Background: an optimization exercise with open tools, aiming at small area, a short achievable clock period and few clock cycles. Do not read the settings as production practice.
At most, simulation tests tie the RTL to the original design; equivalence was not proved.
No activity file was given, so power comes from the tool's default toggle rates.

==> module main, before the edit <==
module main(input clk, input rst, input start, input [31:0] n, input [63:0] exponent,
    output ready, output done, output [31:0] prime1
    );
	localparam ITER = 4;
	localparam K    = 36 / ITER;      
	reg st_idle, st_norm, st_dbl, st_n3, st_mul, st_conv, st_fin, st_gcd;
	reg        done_r;
	reg [31:0] a;         
	reg [63:0] er;        
	reg [6:0]  bl;        
	reg [6:0]  cnt;
	reg        first;     
	reg [33:0] v;
	reg [35:0] S, C;      
	reg [ITER-1:0] xb;    
	reg [ITER-1:0] xyl;   
	reg [ITER-1:0] u;     
	reg [33:0] n3;        
	assign ready  = st_idle;
	assign done   = done_r;
	assign prime1 = a;
	reg         cin;      
	wire [35:0] s_nx, c_nx;
	wire        cin_nx;
	modBigNumbers mont (.s(S), .c(C), .cin(cin), .x(xb), .y(v), .xyl(xyl), .u(u), .number(a), .n3(n3),
		.so(s_nx), .co(c_nx), .cout(cin_nx));
	wire [ITER-1:0] u_nx;
	montInv minv (.n(n[ITER-1:0]), .u(u_nx));
	wire [36:0] pa = st_conv ? {1'b0, S} :
	                 st_fin  ? 37'd0 :
	                 st_gcd  ? {1'b0, S} :
	                 st_n3   ? {3'd0, a, 2'b00} : {2'b00, v, 1'b0};
	wire [36:0] pb = st_conv ? {1'b0, C} :
	                 st_fin  ? {1'b1, ~{2'b00, v}} :
	                 ~{5'd0, a};
	wire        pc = st_conv ? cin : 1'b1;
	wire [37:0] sum2 = {pa, 1'b1} + {pb, pc};
	wire [36:0] sum  = sum2[37:1];
	wire        neg = sum[36];
	wire [33:0] v_dbl  = neg ? {v[32:0], 1'b0} : sum[33:0];
	wire [33:0] v_conv = er[59] ? {sum[32:0], 1'b0} : sum[33:0];
	wire        normdone = er[63] | (bl == 7'd4);
	wire [3:0]  P = er[63:60];
	wire [35:0] vpad = {2'b00, v};
	wire        b_eq_a = (S == {4'd0, a});
	reg  [31:0] mask;
	reg  [6:0]  cnt0;     
	integer     bi;
	always @(*) begin
		mask = 32'd0;
		cnt0 = 7'd36;
		for (bi = 0; bi < 32; bi = bi + 1) begin
			if (a[bi]) mask = {32{1'b1}} >> (31 - bi);
			if (n[bi]) cnt0 = 7'd35 - bi[6:0];
		end
	end
	wire [33:0] v_init = {2'b00, (~a & mask) | 32'd1};
	wire        dbl_now = !first && cnt != 0;
	wire [ITER-1:0] xb_nx = st_conv ? v_conv[ITER-1:0] : st_mul ? vpad[ITER*(cnt+1) +: ITER] : v[ITER-1:0];
	wire [ITER-1:0] yl_nx = st_conv ? v_conv[ITER-1:0] : v[ITER-1:0];
	wire [ITER-1:0] xyl_nx = xb_nx * yl_nx;
	always @(posedge clk) begin
		xb  <= xb_nx;
		xyl <= xyl_nx;
		S   <= 36'd0;
		C   <= 36'd0;
		cin <= 1'b0;
		if (st_fin) S <= sum[35:0];       
		if (st_gcd) begin
			if (!S[0])
				S <= S[1] ? {1'b0, S[35:1]} : {2'b00, S[35:2]};
			else if (neg)                  
				S <= {4'd0, a};
			else
				S <= sum[1] ? sum[36:1] : {1'b0, sum[36:2]};
		end
		if (st_mul) begin
			S   <= s_nx;
			C   <= c_nx;
			cin <= cin_nx;
		end
		if (st_idle) begin
			a   <= n;
			u   <= u_nx;
			er  <= exponent;
			bl  <= 7'd64;
			first <= 1'b1;
			cnt <= cnt0;
		end
		if (st_norm) begin
			first <= 1'b0;
			if (first)
				v   <= v_init;
			else if (cnt != 0) begin
				v   <= v_dbl;
				cnt <= cnt - 7'd1;
			end
			if (!normdone) begin
				er <= {er[62:0], 1'b0};
				bl <= bl - 7'd1;
			end
			else begin
				bl  <= bl - 7'd4;
				cnt <= cnt - {6'd0, dbl_now} + {3'b000, P};
			end
		end
		if (st_dbl) begin
			if (cnt != 0) begin
				v   <= v_dbl;
				cnt <= cnt - 7'd1;
			end
		end
		if (st_n3)
			n3  <= sum[33:0];
		if (st_mul) begin
			cnt <= cnt + 7'd1;
		end
		if (st_conv) begin
			v   <= v_conv;
			er  <= {er[62:0], 1'b0};
			bl  <= bl - 7'd1;
			cnt <= 7'd0;
		end
		if (st_gcd && S[0] && !b_eq_a && neg)
			a <= S[31:0];
		done_r <= 1'b0;
		if (rst) begin
			st_idle <= 1'b1;
			st_norm <= 1'b0;
			st_dbl  <= 1'b0;
			st_n3   <= 1'b0;
			st_mul  <= 1'b0;
			st_conv <= 1'b0;
			st_fin  <= 1'b0;
			st_gcd  <= 1'b0;
		end
		else begin
			if (st_idle && start) begin
				st_idle <= 1'b0;
				st_norm <= 1'b1;
			end
			if (st_norm && normdone) begin
				st_norm <= 1'b0;
				st_dbl  <= 1'b1;
			end
			if (st_dbl && cnt[6:1] == 6'd0) begin
				st_dbl <= 1'b0;
				st_n3  <= 1'b1;
			end
			if (st_n3) begin
				st_n3  <= 1'b0;
				if (bl == 0) st_fin <= 1'b1;
				else         st_mul <= 1'b1;
			end
			if (st_mul && cnt == K - 1) begin
				st_mul  <= 1'b0;
				st_conv <= 1'b1;
			end
			if (st_conv) begin
				st_conv <= 1'b0;
				if (bl == 7'd1) st_fin <= 1'b1;
				else            st_mul <= 1'b1;
			end
			if (st_fin) begin
				st_fin <= 1'b0;
				st_gcd <= 1'b1;
			end
			if (st_gcd && S[0] && b_eq_a) begin
				st_gcd  <= 1'b0;
				st_idle <= 1'b1;
				done_r  <= 1'b1;
			end
		end
	end
endmodule
==> flow/config.mk <==
export PLATFORM = sky130hd
export DESIGN_NAME = main
export DESIGN_NICKNAME = main
export VERILOG_FILES = /design/flow/design.v
export SDC_FILE = /design/flow/constraint.sdc
export NUM_CORES = 4
export LEC_CHECK = 0
export CAP_MARGIN = 20
export CORE_MARGIN = 2
export CORE_UTILIZATION = 55
export PLACE_DENSITY = 0.75
export SETUP_SLACK_MARGIN = 3.5
export SLEW_MARGIN = 20
export SYNTH_MEMORY_MAX_BITS = 65536
==> flow/constraint.sdc <==
create_clock -name core_clock -period 8.0 [get_ports {clk}]
set_input_delay 1.6000 -clock core_clock [delete_from_list [all_inputs] [get_ports {clk}]]
set_output_delay 1.6000 -clock core_clock [all_outputs]
set_load 0.01 [all_outputs]
standard.sh (not shown) runs the stock make flow with config.mk's settings and CLKGATE_MAP_FILE= SYNTH_SCRIPT=/design/flow/synth_recipe.tcl, a recipe that flattens the netlist after the stock synthesis.
==> flow/flow/run.sh <==
#!/bin/bash
set -euo pipefail
export BUFFER_PORTS_ARGS="-buffer_cell sky130_fd_sc_hd__buf_1"
bash standard.sh > standard.log 2>&1
The first run went through all stages and came out clean.
Testbench counts at the start, summed over its fixed seeds: cycles 98,636.
==> next run, changes <==
--- a/flow/design.v
+++ b/flow/design.v
@@ -2145,9 +2145,9 @@
 	                 st_fin  ? 37'd0 :
 	                 st_gcd  ? {1'b0, S} :
-	                 st_n3   ? {3'd0, a, 2'b00} : {2'b00, v, 1'b0};
+	                 st_n3   ? {4'd0, a, 1'b0} : {2'b00, v, 1'b0};
 	wire [36:0] pb = st_conv ? {1'b0, C} :
 	                 st_fin  ? {1'b1, ~{2'b00, v}} :
-	                 ~{5'd0, a};
-	wire        pc = st_conv ? cin : 1'b1;
+	                 st_n3   ? {5'd0, a} : ~{5'd0, a};
+	wire        pc = st_conv ? cin : !st_n3;
 	wire [37:0] sum2 = {pa, 1'b1} + {pb, pc};
 	wire [36:0] sum  = sum2[37:1];
Result: The new run produced a clean layout; wire length drops slightly; global-route usage barely changes; register-to-register slack loses 0.02 ns; sequential power hardly moves; via count climbs by a few percent; combinational power drops by roughly a tenth.
For the second run of this note, only the layout was checked, not whether the RTL still works.

-- port drivers added, routing unchanged --
In the flow no input, the clock included, has a driving cell. The finished layouts below were timed again as built, in two steps. Step 1: set_driving_cell puts a clkbuf_16 on clk and a buf_2 on each other input, an assumption about the parent block. Step 2 adds t to the input delays and takes it off the output delays; t is the mean of the earliest and latest rising clock arrival at the registers after step 1. Input paths then give back, and output paths get back, about the clock's delay inside the block. Three values: ideal, step 1, step 2; two values: the first two.
run | t (ns) | setup WS [ns] | hold slack, ns | worst data-port slew with drivers (ns)
the first run | 0.680 | 3.517 / 3.517 / 3.018 | 0.482 / 0.482 / 0.482 | 0.05
the second run | 0.613 | 3.500 / 3.500 / 3.500 | 0.483 / 0.483 / 0.483 | 0.06
After both steps setup and hold are still met in every run listed. The setup slack of the first run, which loses most, moves by 0.000 ns with the drivers and by -0.499 ns with both steps.
